Background: an optimization exercise with open tools, aiming at small area and a short achievable clock period. Do not read the settings as production practice.

==> v27: inputs <==
Design mac, start of the top module:
module mac(
    input [15:0] x1,
    input [15:0] x2,
    input clk,
    input rst,
    input en,
    output [39:0] y
    );
clock: 12.0 ns
lec_check: 0
abc_area: 1
cap_margin: 20
core_margin: 2
core_utilization: 60
cts_buf_list: sky130_fd_sc_hd__clkbuf_4 sky130_fd_sc_hd__clkbuf_8
setup_slack_margin: 5
slew_margin: 20
synth_hierarchical: 1
standard.sh (not shown) runs the stock make flow with config.mk's settings and CLKGATE_MAP_FILE= SYNTH_SCRIPT=/design/flow/synth_recipe.tcl, a recipe that flattens the netlist after the stock synthesis.
==> flow/flow/run.sh <==
#!/bin/bash
# The standard layout (standard.sh: ORFS synthesis to final layout) with a
# few extra ORFS settings; the clock, constraints and synthesis script are
# unchanged. Settings come from flow/params.sh:
#   MARGIN      setup slack that repair_timing aims for (ns)
#   PORTBUF     cell used to buffer every input and output port
#   EXTRA       further ORFS make variables
set -u
. flow/params.sh
bash standard.sh SETUP_SLACK_MARGIN=$MARGIN "BUFFER_PORTS_ARGS=-buffer_cell $PORTBUF" $EXTRA finish > standard.log 2>&1
==> flow/flow/params.sh <==
MARGIN=6.8
PORTBUF=sky130_fd_sc_hd__buf_1
EXTRA="ABC_LOAD_IN_FF=2"
==> v18: changes against v27 <==
--- a/flow/design.v
+++ b/flow/design.v
@@ -50,17 +50,17 @@
     input [15:0] x1,
     input [15:0] x2,
     input clk,
     input rst,
     input en,
     output [39:0] y
     );
 reg [39:0] S;
-reg [31:0] C;
+reg [39:0] C;
 wire s1;
 wire c2;
 wire s3;
 wire c4;
 wire s5;
 wire c6;
 wire s7;
 wire c8;
@@ -684,33 +684,28 @@
 assign s297 = ~y[36];
 assign c298 = y[36];
 assign s299 = ~y[37];
 assign c300 = y[37];
 assign s301 = ~y[38];
 assign c302 = y[38];
 assign s303 = ~y[39];
 assign c304 = y[39];
-wire [7:0] hs = {c302, c300, c298, c296, c294, c292, c290, c288} + {s303, s301, s299, s297, s295, s293, s291, s289};
-wire [39:0] Sn = {hs[7], hs[6], hs[5], hs[4], hs[3], hs[2], hs[1], hs[0], c286, c284, c282, c280, c278, c276, c274, c272, c270, c268, c266, c264, c262, c260, c258, c256, c254, c252, c250, c248, c246, c244, c242, c240, c238, c236, c234, c232, c230, c228, c226, pp0_0};
-wire [31:0] Cn = {s287, s285, s283, s281, s279, s277, s275, s273, s271, s269, s267, s265, s263, s261, s259, s257, s255, s253, s251, s249, s247, s245, s243, s241, s239, s237, s235, s233, s231, s229, s227, s225};
+wire [39:0] Sn = {c302, c300, c298, c296, c294, c292, c290, c288, c286, c284, c282, c280, c278, c276, c274, c272, c270, c268, c266, c264, c262, c260, c258, c256, c254, c252, c250, c248, c246, c244, c242, c240, c238, c236, c234, c232, c230, c228, c226, pp0_0};
+wire [39:0] Cn = {s303, s301, s299, s297, s295, s293, s291, s289, s287, s285, s283, s281, s279, s277, s275, s273, s271, s269, s267, s265, s263, s261, s259, s257, s255, s253, s251, s249, s247, s245, s243, s241, s239, s237, s235, s233, s231, s229, s227, s225};
 always @(posedge clk or posedge rst)
   if (rst) begin
     S <= 40'd0;
-    C <= 32'd0;
+    C <= 40'd0;
   end else begin
     S <= Sn;
     C <= Cn;
   end
-wire [39:0] ya = S[39:0], yb = {8'd0, C};
-wire [39:0] p0, g0;
-genvar gi;
-generate for (gi = 0; gi < 40; gi = gi + 1) begin : pg
-  ha_cell h (.a(ya[gi]), .b(yb[gi]), .s(p0[gi]), .co(g0[gi]));
-end endgenerate
+wire [39:0] ya = S[39:0], yb = C[39:0];
+wire [39:0] p0 = ya ^ yb, g0 = ya & yb;
 wire bg0_1 = g0[1] | (p0[1] & g0[0]);
 wire bp0_1 = p0[1] & p0[0];
 wire bg0_3 = g0[3] | (p0[3] & g0[2]);
 wire bp0_3 = p0[3] & p0[2];
 wire bg0_5 = g0[5] | (p0[5] & g0[4]);
 wire bp0_5 = p0[5] & p0[4];
 wire bg0_7 = g0[7] | (p0[7] & g0[6]);
 wire bp0_7 = p0[7] & p0[6];
==> flow/flow/run.sh (replaced) <==
#!/bin/bash
MARGIN=${MARGIN:-6}
bash standard.sh SETUP_SLACK_MARGIN=$MARGIN "BUFFER_PORTS_ARGS=-buffer_cell sky130_fd_sc_hd__buf_2" finish > standard.log 2>&1
Settings changed: CORE_UTILIZATION 60 to 40, CTS_BUF_LIST sky130_fd_sc_hd__clkbuf_4 sky130_fd_sc_hd__clkbuf_8 to unset.
removed: flow/flow/params.sh
==> run summary <==
item                                                                      v18                       v27
Status                                               timing/DRC/antenna clean  timing/DRC/antenna clean
Overall routed net length                                            22900 µm                  22800 µm
Die outline width                                                      157 µm                    129 µm
Setup repair after global routing missed its margin                        no                       yes
Worst reg2reg path endpoint                                             C[16]                     C[17]
Starting density of the core                                            40.3%                     61.4%
Final Net Count                                                          1183                      1287
Largest net degree at the start of global routing                          47                        73
Most used cell along the critical path               sky130_fd_sc_hd__nand2_1  sky130_fd_sc_hd__nand2_4
Met2 wire length                                                     10500 µm                  10900 µm
Post-synth design cell area                                          9380 µm²                  9340 µm²
TritonCTS Sinks                                                            80                        72
Number of vias in the routed layout                                      6510                      7210
Worst-case setup margin in the final layout                           6320 ps                   6820 ps
Multi-input logic portion of the cell area                              63.9%                     67.8%
Worst slack at placement                                              6060 ps                   5790 ps
Worst R2R Start                                                          C[7]                      S[1]
Setup crit end                                                          y[29]                     y[31]
No functional check of the RTL was part of any run of this note.

static timing again, ports no longer ideal:
The flow's constraints put no driver on any port. The routed layouts listed below were extracted and timed again, unchanged, in two steps.
Step 1 (the two cells are an assumption about what drives the block):
set clk [get_ports {clk}]
set_driving_cell -lib_cell sky130_fd_sc_hd__clkbuf_16 $clk
set_driving_cell -lib_cell sky130_fd_sc_hd__buf_2 [delete_from_list [all_inputs] $clk]
Step 2 times the ports against the registers' clock, not the clock port: input delays grow and output delays shrink by t, the midpoint of the rising clock arrivals with the driver on.
Slacks: ideal / step 1 / step 2; pairs: ideal / step 1.
run	t (ns)	slack for setup (ns)	clock arrival spread, ns
v27	0.423	6.821 / 6.781 / 6.402	0.010 / 0.010
v18	0.389	6.319 / 6.275 / 6.020	0.008 / 0.009
After both steps setup and hold are still met in every run listed. For v27, which loses most, drivers alone change the setup slack by -0.040 ns; drivers and shift together by -0.419 ns.
